This design comes from an exercise in tuning for small area and a short achievable clock period on the open sky130 flow, not from production work.
Where RTL was checked, it was by simulation tests only, not by an equivalence proof against the original.
Power and IR drop assume default switching activity.

==> inputs of run a <==
// ahb_bus_matrix
module ahb_bus_matrix
(
  input HBUSREQx0,
  input HBUSREQx1,
  input HBUSREQx2,
  input HBUSREQx3,
  input HLOCKx0,
  input HLOCKx1,
  input HLOCKx2,
  input HLOCKx3,
  input [1:0] HTRANSx0,
  input [1:0] HTRANSx1,
  input [1:0] HTRANSx2,
  input [1:0] HTRANSx3,
  input [31:0] HADDRx0,
  input [31:0] HADDRx1,
  input [31:0] HADDRx2,
  input [31:0] HADDRx3,
  input HWRITEx0,
  input HWRITEx1,
  input HWRITEx2,
  input HWRITEx3,
  input [2:0] HSIZEx0,
  input [2:0] HSIZEx1,
  input [2:0] HSIZEx2,
  input [2:0] HSIZEx3,
  input [2:0] HBURSTx0,
  input [2:0] HBURSTx1,
  input [2:0] HBURSTx2,
  input [2:0] HBURSTx3,
  input [31:0] HWDATAx0,
  input [31:0] HWDATAx1,
  input [31:0] HWDATAx2,
  input [31:0] HWDATAx3,
  input HREADYx0,
  input HREADYx1,
  input HREADYx2,
  input HREADYx3,
  input HREADYx4,
  input HREADYx5,
  input HREADYx6,
  input [1:0] HRESPx0,
  input [1:0] HRESPx1,
  input [1:0] HRESPx2,
  input [1:0] HRESPx3,
  input [1:0] HRESPx4,
  input [1:0] HRESPx5,
  input [1:0] HRESPx6,
  input [31:0] HRDATAx0,
  input [31:0] HRDATAx1,
  input [31:0] HRDATAx2,
  input [31:0] HRDATAx3,
  input [31:0] HRDATAx4,
  input [31:0] HRDATAx5,
  input [31:0] HRDATAx6, 
  input [3:0] HSPLITx0,
  input [3:0] HSPLITx1,
  input [3:0] HSPLITx2,
  input [3:0] HSPLITx3,
  input [3:0] HSPLITx4,
  input [3:0] HSPLITx5,
  input [3:0] HSPLITx6,
  output HGRANTx0,
  output HGRANTx1,
  output HGRANTx2,
  output HGRANTx3,
  output HSELx0,
  output HSELx1,
  output HSELx2,
  output HSELx3,
  output HSELx4,
  output HSELx5,
  output HSELx6,
  input HRESETn,
  input HCLK,
  output [1:0] HTRANS,
  output [31:0] HADDR,
  output HWRITE,
  output [2:0] HSIZE,
  output [2:0] HBURST,
  output [31:0] HWDATA,
  output HREADY,
  output [1:0] HRESP,
  output [31:0] HRDATA,
  output [3:0] HMASTER,
  output HMASTLOCK
);
Settings: LEC_CHECK=0, CAP_MARGIN=20, CORE_AREA=4 4 156 156, DIE_AREA=0 0 160 160, SETUP_SLACK_MARGIN=1.4, SLEW_MARGIN=20; clock period 4.0 ns.
standard.sh (not shown) runs the stock make flow with config.mk's settings and CLKGATE_MAP_FILE= SYNTH_SCRIPT=/design/flow/synth_recipe.tcl, a recipe that flattens the netlist after the stock synthesis.
==> flow/flow/run.sh <==
#!/bin/bash
# Standard ORFS layout, with:
# - the port buffers made from the smallest buffer cell,
# - I/O pins on met3 (left/right) and met2 or met4 (top/bottom),
# - the pins of each multiplexed output bit kept together,
# - the platform's don't-use list plus a222oi_1, a slow cell with no larger size.
set -euo pipefail
export BUFFER_PORTS_ARGS="-buffer_cell sky130_fd_sc_hd__buf_1"
export IO_PLACER_H="met3"
export IO_PLACER_V="met2 met4"
export PLACE_PINS_ARGS="$(cat flow/pin_groups.txt)"
DONT_USE="sky130_fd_sc_hd__probe_p_8 sky130_fd_sc_hd__probec_p_8 sky130_fd_sc_hd__lpflow_bleeder_1 sky130_fd_sc_hd__lpflow_clkbufkapwr_1 sky130_fd_sc_hd__lpflow_clkbufkapwr_16 sky130_fd_sc_hd__lpflow_clkbufkapwr_2 sky130_fd_sc_hd__lpflow_clkbufkapwr_4 sky130_fd_sc_hd__lpflow_clkbufkapwr_8 sky130_fd_sc_hd__lpflow_clkinvkapwr_1 sky130_fd_sc_hd__lpflow_clkinvkapwr_16 sky130_fd_sc_hd__lpflow_clkinvkapwr_2 sky130_fd_sc_hd__lpflow_clkinvkapwr_4 sky130_fd_sc_hd__lpflow_clkinvkapwr_8 sky130_fd_sc_hd__lpflow_decapkapwr_12 sky130_fd_sc_hd__lpflow_decapkapwr_3 sky130_fd_sc_hd__lpflow_decapkapwr_4 sky130_fd_sc_hd__lpflow_decapkapwr_6 sky130_fd_sc_hd__lpflow_decapkapwr_8 sky130_fd_sc_hd__lpflow_inputiso0n_1 sky130_fd_sc_hd__lpflow_inputiso0p_1 sky130_fd_sc_hd__lpflow_inputiso1n_1 sky130_fd_sc_hd__lpflow_inputiso1p_1 sky130_fd_sc_hd__lpflow_inputisolatch_1 sky130_fd_sc_hd__lpflow_isobufsrc_1 sky130_fd_sc_hd__lpflow_isobufsrc_16 sky130_fd_sc_hd__lpflow_isobufsrc_2 sky130_fd_sc_hd__lpflow_isobufsrc_4 sky130_fd_sc_hd__lpflow_isobufsrc_8 sky130_fd_sc_hd__lpflow_isobufsrckapwr_16 sky130_fd_sc_hd__lpflow_lsbuf_lh_hl_isowell_tap_1 sky130_fd_sc_hd__lpflow_lsbuf_lh_hl_isowell_tap_2 sky130_fd_sc_hd__lpflow_lsbuf_lh_hl_isowell_tap_4 sky130_fd_sc_hd__lpflow_lsbuf_lh_isowell_4 sky130_fd_sc_hd__lpflow_lsbuf_lh_isowell_tap_1 sky130_fd_sc_hd__lpflow_lsbuf_lh_isowell_tap_2 sky130_fd_sc_hd__lpflow_lsbuf_lh_isowell_tap_4 sky130_fd_sc_hd__a222oi_1"
bash standard.sh "DONT_USE_CELLS=$DONT_USE" finish > flow_make.log 2>&1
Other scripts of this flow, unchanged in this note and not shown: flow/flow/pin_groups.txt
==> run b: changes against run a <==
--- a/flow/design.v
+++ b/flow/design.v
@@ -113,32 +113,23 @@
 wire [1:0] hm = {a2 | a3, a1 | a3};
 wire d0 = (hmd == 2'd0);
 wire d1 = (hmd == 2'd1);
 wire d2 = (hmd == 2'd2);
 wire d3 = (hmd == 2'd3);
 assign HWDATA = ({32{d0}} & HWDATAx0) | ({32{d1}} & HWDATAx1) |
                 ({32{d2}} & HWDATAx2) | ({32{d3}} & HWDATAx3);
-function [6:0] dec;
-  input [3:0] a;
-  begin
-    dec[0] = a[3] | (a[2:0] == 3'd0) | (a[2:0] == 3'd7);
-    dec[1] = (a == 4'h1);
-    dec[2] = (a == 4'h2);
-    dec[3] = (a == 4'h3);
-    dec[4] = (a == 4'h4);
-    dec[5] = (a == 4'h5);
-    dec[6] = (a == 4'h6);
-  end
-endfunction
-wire [6:0] dm0 = dec(HADDRx0[31:28]);
-wire [6:0] dm1 = dec(HADDRx1[31:28]);
-wire [6:0] dm2 = dec(HADDRx2[31:28]);
-wire [6:0] dm3 = dec(HADDRx3[31:28]);
-wire [6:0] hsel = ({7{a0}} & dm0) | ({7{a1}} & dm1) |
-                  ({7{a2}} & dm2) | ({7{a3}} & dm3);
+wire [3:0] ah = HADDR[31:28];
+wire [6:0] hsel;
+assign hsel[0] = ah[3] | (ah[2:0] == 3'd0) | (ah[2:0] == 3'd7);
+assign hsel[1] = (ah == 4'h1);
+assign hsel[2] = (ah == 4'h2);
+assign hsel[3] = (ah == 4'h3);
+assign hsel[4] = (ah == 4'h4);
+assign hsel[5] = (ah == 4'h5);
+assign hsel[6] = (ah == 4'h6);
 assign {HSELx6, HSELx5, HSELx4, HSELx3, HSELx2, HSELx1, HSELx0} = hsel;
 reg [6:0] ss_x;
 wire [6:0] ss_oh = ss_x ^ 7'b0000001;
 always @(posedge HCLK or negedge HRESETn) begin
   if (!HRESETn)     ss_x <= 7'd0;
   else if (HREADY)  ss_x <= hsel ^ 7'b0000001;
 end
==> flow/flow/run.sh (replaced) <==
#!/bin/bash
# Standard ORFS layout, with:
# - the port buffers made from the smallest buffer cell,
# - I/O pins on met3 (left/right) and met2 or met4 (top/bottom),
# - the pins of each multiplexed output bit kept together,
# - synthesis as standard except for the ABC script (flow/synth.tcl).
set -euo pipefail
export BUFFER_PORTS_ARGS="-buffer_cell sky130_fd_sc_hd__buf_1"
export IO_PLACER_H="met3"
export IO_PLACER_V="met2 met4"
export PRE_IO_PLACEMENT_TCL="$PWD/flow/io_pins.tcl"
bash standard.sh "SYNTH_SCRIPT=$PWD/flow/synth.tcl" finish > flow_make.log 2>&1
==> flow/flow/io_pins.tcl (new file) <==
# Pin placement before ORFS's own place_pins: keep the pins of each
# multiplexed output bit together (flow/pin_groups.txt). The grouped placement
# can fail when the groups do not fit the edge sections; then try again without
# corner avoidance, and if that fails too, ORFS's place_pins places the pins
# without groups. Pins placed here are fixed, so ORFS's call leaves them alone.
set pin_groups_file [file join [file dirname [info script]] pin_groups.txt]
set pin_groups [string trim [read [open $pin_groups_file]]]
foreach extra {{} {-corner_avoidance 0}} {
  if {![catch {place_pins -hor_layers $::env(IO_PLACER_H) -ver_layers $::env(IO_PLACER_V) \
                 {*}$extra {*}$pin_groups} err]} {
    puts "io_pins.tcl: grouped pins placed ($extra)"
    break
  }
  puts "io_pins.tcl: grouped place_pins failed ($extra): $err"
}
==> flow/flow/synth.tcl (new file) <==
# The standard synthesis (synth_recipe.tcl), except that ABC maps the logic with
# Yosys's own ABC script instead of ORFS's speed script. Registers are mapped
# before ABC runs, so they are the standard synthesis's.
proc synth {args} { yosys synth -nofsm -noshare {*}$args }
proc abc {args} {
  set out {}
  set skip 0
  foreach a $args {
    if {$skip} { set skip 0; continue }
    if {$a eq "-script"} { set skip 1; continue }
    lappend out $a
  }
  yosys abc {*}$out
}
source $::env(SCRIPTS_DIR)/synth.tcl
# left out here: clear keep_hierarchy, flatten, clean up, hide names made inside functions, write 1_2_yosys.v
==> run c: changes against run a <==
==> flow/flow/run.sh (replaced) <==
#!/bin/bash
# Standard ORFS layout, with:
# - the port buffers made from the smallest buffer cell,
# - I/O pins on met3 (left/right) and met2 or met4 (top/bottom),
# - the pins of each multiplexed output bit kept together.
set -euo pipefail
export BUFFER_PORTS_ARGS="-buffer_cell sky130_fd_sc_hd__buf_1"
export IO_PLACER_H="met3"
export IO_PLACER_V="met2 met4"
export PLACE_PINS_ARGS="$(cat flow/pin_groups.txt)"
bash standard.sh > flow_make.log 2>&1
SETUP_SLACK_MARGIN = 1.6   (was 1.4)
==> out/metrics.csv <==
stage,metric,value,unit
synthesis,synth_top_area_cell,a222oi_1,
status,status,stopped before the end,
status,failing_step,I/O pin placement,
synthesis,synth_area,4105,µm²
synthesis,synth_common_cells,"nand2_1 (178), a222oi_1 (127), clkbuf_1 (52)",
status,stop_error,[ERROR PPL-0104] Pins  HADDR[0] HADDR[10] HADDR[11] HADDR[12] HADDR[13] HADDR[14] HADDR[15] HADDR[16] HADDR[17] HADDR[18] HADDR[19] HADDR[1] HADDR[20] HADDR[21] HADDR[...,
synthesis,yosys-top-cells-area,"a222oi_1 (31%), dfrtp_1 (17%), nand2_1 (16%), a22oi_1 (5.7%), clkbuf_1 (4.8%)",
synthesis,synth.area.mux_share,1.707,%
synthesis,ys_types,42,
floorplan,initial_core_util,18.08,%
-- figures above: run b

==> out/metrics.csv <==
stage,metric,value,unit
synthesis,yosys-top-cells-area,"mux4_2 (16%), dfrtp_1 (15%), a22oi_1 (12%), a221o_1 (8.6%), a22o_1 (8.3%)",
synthesis,synth_area,4653,µm²
floorplan,initial_core_util,20.49,%
synthesis,synth.area.mux_share,18.74,%
status,status,finished clean,
-- figures above: run c

==> out/metrics.csv <==
stage,metric,value,unit
floorplan,initial_core_util,21.29,%
synthesis,synth.area.mux_share,17.75,%
synthesis,yosys-top-cells-area,"a22oi_1 (17%), mux4_2 (16%), dfrtp_1 (14%), a221o_1 (7.2%), nand2_1 (6.7%)",
critical_path,cp_num_cells,6,
synthesis,synth_seq_cells,28,
synthesis,synth_top_area_cell,a22oi_1,
status,status,finished clean,
synthesis,synth_common_cells,"a22oi_1 (109), nand2_1 (86), inv_1 (43), o21ai_0 (43), clkbuf_1 (40)",
floorplan,taps,285,
-- figures above: run a

For run b, only the layout was checked, not whether the RTL still works.

* * *

==> trial 59: inputs <==
ahb_bus_matrix again, from the RTL that the note above started with.
Design ahb_bus_matrix, start of the top module:
module ahb_bus_matrix
(
  input HBUSREQx0,
  input HBUSREQx1,
  input HBUSREQx2,
  input HBUSREQx3,
  input HLOCKx0,
  input HLOCKx1,
  input HLOCKx2,
  input HLOCKx3,
  input [1:0] HTRANSx0,
  input [1:0] HTRANSx1,
  input [1:0] HTRANSx2,
  input [1:0] HTRANSx3,
  input [31:0] HADDRx0,
  input [31:0] HADDRx1,
  input [31:0] HADDRx2,
  input [31:0] HADDRx3,
  input HWRITEx0,
  input HWRITEx1,
  input HWRITEx2,
  input HWRITEx3,
  input [2:0] HSIZEx0,
  input [2:0] HSIZEx1,
  input [2:0] HSIZEx2,
  input [2:0] HSIZEx3,
  input [2:0] HBURSTx0,
  input [2:0] HBURSTx1,
  input [2:0] HBURSTx2,
  input [2:0] HBURSTx3,
  input [31:0] HWDATAx0,
  input [31:0] HWDATAx1,
  input [31:0] HWDATAx2,
  input [31:0] HWDATAx3,
  input HREADYx0,
  input HREADYx1,
  input HREADYx2,
  input HREADYx3,
  input HREADYx4,
  input HREADYx5,
  input HREADYx6,
  input [1:0] HRESPx0,
  input [1:0] HRESPx1,
  input [1:0] HRESPx2,
  input [1:0] HRESPx3,
  input [1:0] HRESPx4,
  input [1:0] HRESPx5,
  input [1:0] HRESPx6,
  input [31:0] HRDATAx0,
  input [31:0] HRDATAx1,
  input [31:0] HRDATAx2,
  input [31:0] HRDATAx3,
  input [31:0] HRDATAx4,
  input [31:0] HRDATAx5,
  input [31:0] HRDATAx6, 
  input [3:0] HSPLITx0,
  input [3:0] HSPLITx1,
  input [3:0] HSPLITx2,
  input [3:0] HSPLITx3,
  input [3:0] HSPLITx4,
  input [3:0] HSPLITx5,
  input [3:0] HSPLITx6,
  output HGRANTx0,
  output HGRANTx1,
  output HGRANTx2,
  output HGRANTx3,
  output HSELx0,
  output HSELx1,
  output HSELx2,
  output HSELx3,
  output HSELx4,
  output HSELx5,
  output HSELx6,
  input HRESETn,
  input HCLK,
  output [1:0] HTRANS,
  output [31:0] HADDR,
  output HWRITE,
  output [2:0] HSIZE,
  output [2:0] HBURST,
  output [31:0] HWDATA,
  output HREADY,
  output [1:0] HRESP,
  output [31:0] HRDATA,
  output [3:0] HMASTER,
  ...
Settings: LEC_CHECK=0, CAP_MARGIN=20, CORE_AREA=4 4 136 136, DIE_AREA=0 0 140 140, SETUP_SLACK_MARGIN=1.4, SLEW_MARGIN=20; clock period 4.0 ns.
==> flow/flow/run.sh <==
#!/bin/bash
# Standard ORFS layout, with:
# - the port buffers made from the smallest buffer cell,
# - I/O pins on met3 (left/right) and met2 or met4 (top/bottom), placed by
#   flow/io_pins.tcl with the pins of each multiplexed output bit together,
set -euo pipefail
export BUFFER_PORTS_ARGS="-buffer_cell sky130_fd_sc_hd__buf_1"
export IO_PLACER_H="met3"
export IO_PLACER_V="met2 met4"
export PRE_IO_PLACEMENT_TCL="$PWD/flow/io_pins.tcl"
bash standard.sh > flow_make.log 2>&1
==> flow/flow/io_pins.tcl <==
# I/O pin placement, sourced before ORFS's place_pins (PRE_IO_PLACEMENT_TCL).
# Each multiplexed output bit's pins (flow/pin_groups.txt) form a group that is
# placed on consecutive slots next to the cells it connects to; other pins are
# placed singly the same way. Slots are every other routing track: met3 on the
# left and right edges, met2 and every met4 track (as far apart as every
# other met2 track) on the top and bottom edges. Pins placed
# here are fixed, so ORFS's place_pins call afterwards has nothing left to do.
set block [ord::get_db_block]
set tech [ord::get_db_tech]
set dbu [$tech getDbUnitsPerMicron]
set die [$block getDieArea]
set W [$die xMax]
set H [$die yMax]
set corner [expr {int(3.0 * $dbu)}]

proc io_tracks {block layer_name axis} {
  set layer [[ord::get_db_tech] findLayer $layer_name]
  set tg [$block findTrackGrid $layer]
  if {$axis eq "x"} { return [$tg getGridX] }
  return [$tg getGridY]
}

# Slots: {t layer x y}, t the position along the perimeter, counter-clockwise
# from the lower left corner.
set slots {}
foreach {lname step} {met2 2 met4 1} {
  set i 0
  foreach x [io_tracks $block $lname x] {
    if {$i % $step == 0 && $x > $corner && $x < $W - $corner} {
      lappend slots [list $x $lname $x 0]
      lappend slots [list [expr {$W + $H + ($W - $x)}] $lname $x $H]
    }
    incr i
  }
}
set i 0
foreach y [io_tracks $block met3 y] {
  if {$i % 2 == 0 && $y > $corner && $y < $H - $corner} {
    lappend slots [list [expr {$W + $y}] met3 $W $y]
    lappend slots [list [expr {2 * $W + $H + ($H - $y)}] met3 0 $y]
  }
  incr i
}
set slots [lsort -real -index 0 $slots]
set nslots [llength $slots]

# Where each pin would like to be: the mean location of the cells on its net.
proc io_target {bterm} {
  set net [$bterm getNet]
  set sx 0.0
  set sy 0.0
  set n 0
  if {$net ne "NULL"} {
    foreach it [$net getITerms] {
      set inst [$it getInst]
      set loc [$inst getLocation]
      set sx [expr {$sx + [lindex $loc 0]}]
      set sy [expr {$sy + [lindex $loc 1]}]
      incr n
    }
  }
  if {$n == 0} { return {} }
  return [list [expr {$sx / $n}] [expr {$sy / $n}]]
}

proc io_perimeter_t {x y W H} {
  set dl $x
  set dr [expr {$W - $x}]
  set db $y
  set dt [expr {$H - $y}]
  set m [tcl::mathfunc::min $dl $dr $db $dt]
  if {$m == $db} { return $x }
  if {$m == $dr} { return [expr {$W + $y}] }
  if {$m == $dt} { return [expr {$W + $H + ($W - $x)}] }
  return [expr {2 * $W + $H + ($H - $y)}]
}

# Items: lists of pin names placed together.
set grouped [dict create]
set items {}
set spec [string trim [read [open [file join [file dirname [info script]] pin_groups.txt]]]]
foreach {flag names} $spec {
  lappend items $names
  foreach n $names { dict set grouped $n 1 }
}
foreach bterm [$block getBTerms] {
  set n [$bterm getName]
  if {[$bterm getSigType] in {POWER GROUND}} { continue }
  if {![dict exists $grouped $n]} { lappend items [list $n] }
}

set keyed {}
foreach item $items {
  set sx 0.0
  set sy 0.0
  set k 0
  foreach n $item {
    set tg [io_target [$block findBTerm $n]]
    if {$tg ne {}} {
      set sx [expr {$sx + [lindex $tg 0]}]
      set sy [expr {$sy + [lindex $tg 1]}]
      incr k
    }
  }
  if {$k == 0} {
    set t [expr {$W / 2.0}]
  } else {
    set t [io_perimeter_t [expr {$sx / $k}] [expr {$sy / $k}] $W $H]
  }
  lappend keyed [list $t $item]
}
set keyed [lsort -real -index 0 $keyed]

# Nearest slot index for a perimeter position.
proc io_nearest {slots t} {
  set lo 0
  set hi [expr {[llength $slots] - 1}]
  while {$lo < $hi} {
    set mid [expr {($lo + $hi) / 2}]
    if {[lindex $slots $mid 0] < $t} { set lo [expr {$mid + 1}] } else { set hi $mid }
  }
  return $lo
}

# Pack the items onto consecutive slots in perimeter order: forward, then
# backward so that nothing runs past the last slot.
set starts {}
set end 0
foreach e $keyed {
  set n [llength [lindex $e 1]]
  set s [tcl::mathfunc::max $end [expr {[io_nearest $slots [lindex $e 0]] - $n / 2}]]
  lappend starts $s
  set end [expr {$s + $n}]
}
set limit $nslots
for {set i [expr {[llength $keyed] - 1}]} {$i >= 0} {incr i -1} {
  set n [llength [lindex $keyed $i 1]]
  set s [tcl::mathfunc::min [lindex $starts $i] [expr {$limit - $n}]]
  lset starts $i $s
  set limit $s
}
if {[lindex $starts 0] < 0} { error "io_pins.tcl: not enough pin slots ($nslots)" }

set i 0
foreach e $keyed {
  set s [lindex $starts $i]
  foreach n [lindex $e 1] {
    lassign [lindex $slots $s] t lname x y
    place_pin -pin_name $n -layer $lname \
      -location [list [expr {double($x) / $dbu}] [expr {double($y) / $dbu}]] \
      -force_to_die_boundary
    incr s
  }
  incr i
}
puts "io_pins.tcl: placed [llength $keyed] pin groups and pins on $nslots slots"
Other scripts of this flow, unchanged in this note and not shown: flow/flow/pin_groups.txt
==> trial 37: changes against trial 59 <==
--- a/flow/flow/io_pins.tcl
+++ b/flow/flow/io_pins.tcl
@@ -4,4 +4,3 @@
 # placed singly the same way. Slots are every other routing track: met3 on the
-# left and right edges, met2 and every met4 track (as far apart as every
-# other met2 track) on the top and bottom edges. Pins placed
+# left and right edges, met2 and met4 on the top and bottom edges. Pins placed
 # here are fixed, so ORFS's place_pins call afterwards has nothing left to do.
@@ -25,6 +24,6 @@
 set slots {}
-foreach {lname step} {met2 2 met4 1} {
+foreach lname {met2 met4} {
   set i 0
   foreach x [io_tracks $block $lname x] {
-    if {$i % $step == 0 && $x > $corner && $x < $W - $corner} {
+    if {$i % 2 == 0 && $x > $corner && $x < $W - $corner} {
       lappend slots [list $x $lname $x 0]
- CAP_MARGIN: 20 -> 0
- CORE_AREA: 4 4 136 136 -> 4 4 156 156
- DIE_AREA: 0 0 140 140 -> 0 0 160 160
- SLEW_MARGIN: 20 -> 0
==> comparison <==
Of trial 37 and trial 59, trial 37 has the higher non-clock buffer count (gap 10). In trial 37 the sequential power is larger than in trial 59, by about 15%. In sequential cell count, trial 37 and trial 59 do not differ. Against trial 37, the worst setup slack of trial 59 is worse by 0.059 ns. Area after synthesis is the same in trial 37 and trial 59.

[static timing again, ports no longer ideal]
In the flow no input, the clock included, has a driving cell. The finished layouts below were timed again as built, in two steps. Step 1, drivers: a clkbuf_16 drives HCLK and a buf_2 each remaining input, both assumed. Step 2, shift: input delay + t, output delay - t, t = (earliest + latest rising clock arrival at the registers) / 2. This alone moves slack from input paths to output paths. Three values: ideal, step 1, step 2; two values: the first two.
run	t, ns	setup slack, ns	worst register clock-pin slew, ns	worst slew at a driven data input, ns	pins driven straight from the clock port
run a	0.307	1.456 / 1.416 / 1.277	0.08 / 0.08	0.06	1
run c	0.322	1.473 / 1.423 / 1.312	0.08 / 0.08	0.14	1
trial 59	0.295	1.396 / 1.346 / 1.292	0.07 / 0.07	0.08	1
trial 37	0.305	1.454 / 1.418 / 1.400	0.08 / 0.08	0.06	1
After both steps every run listed still meets setup and hold. The setup slack of run a, which loses most, moves by -0.040 ns with the drivers and by -0.179 ns with both steps.
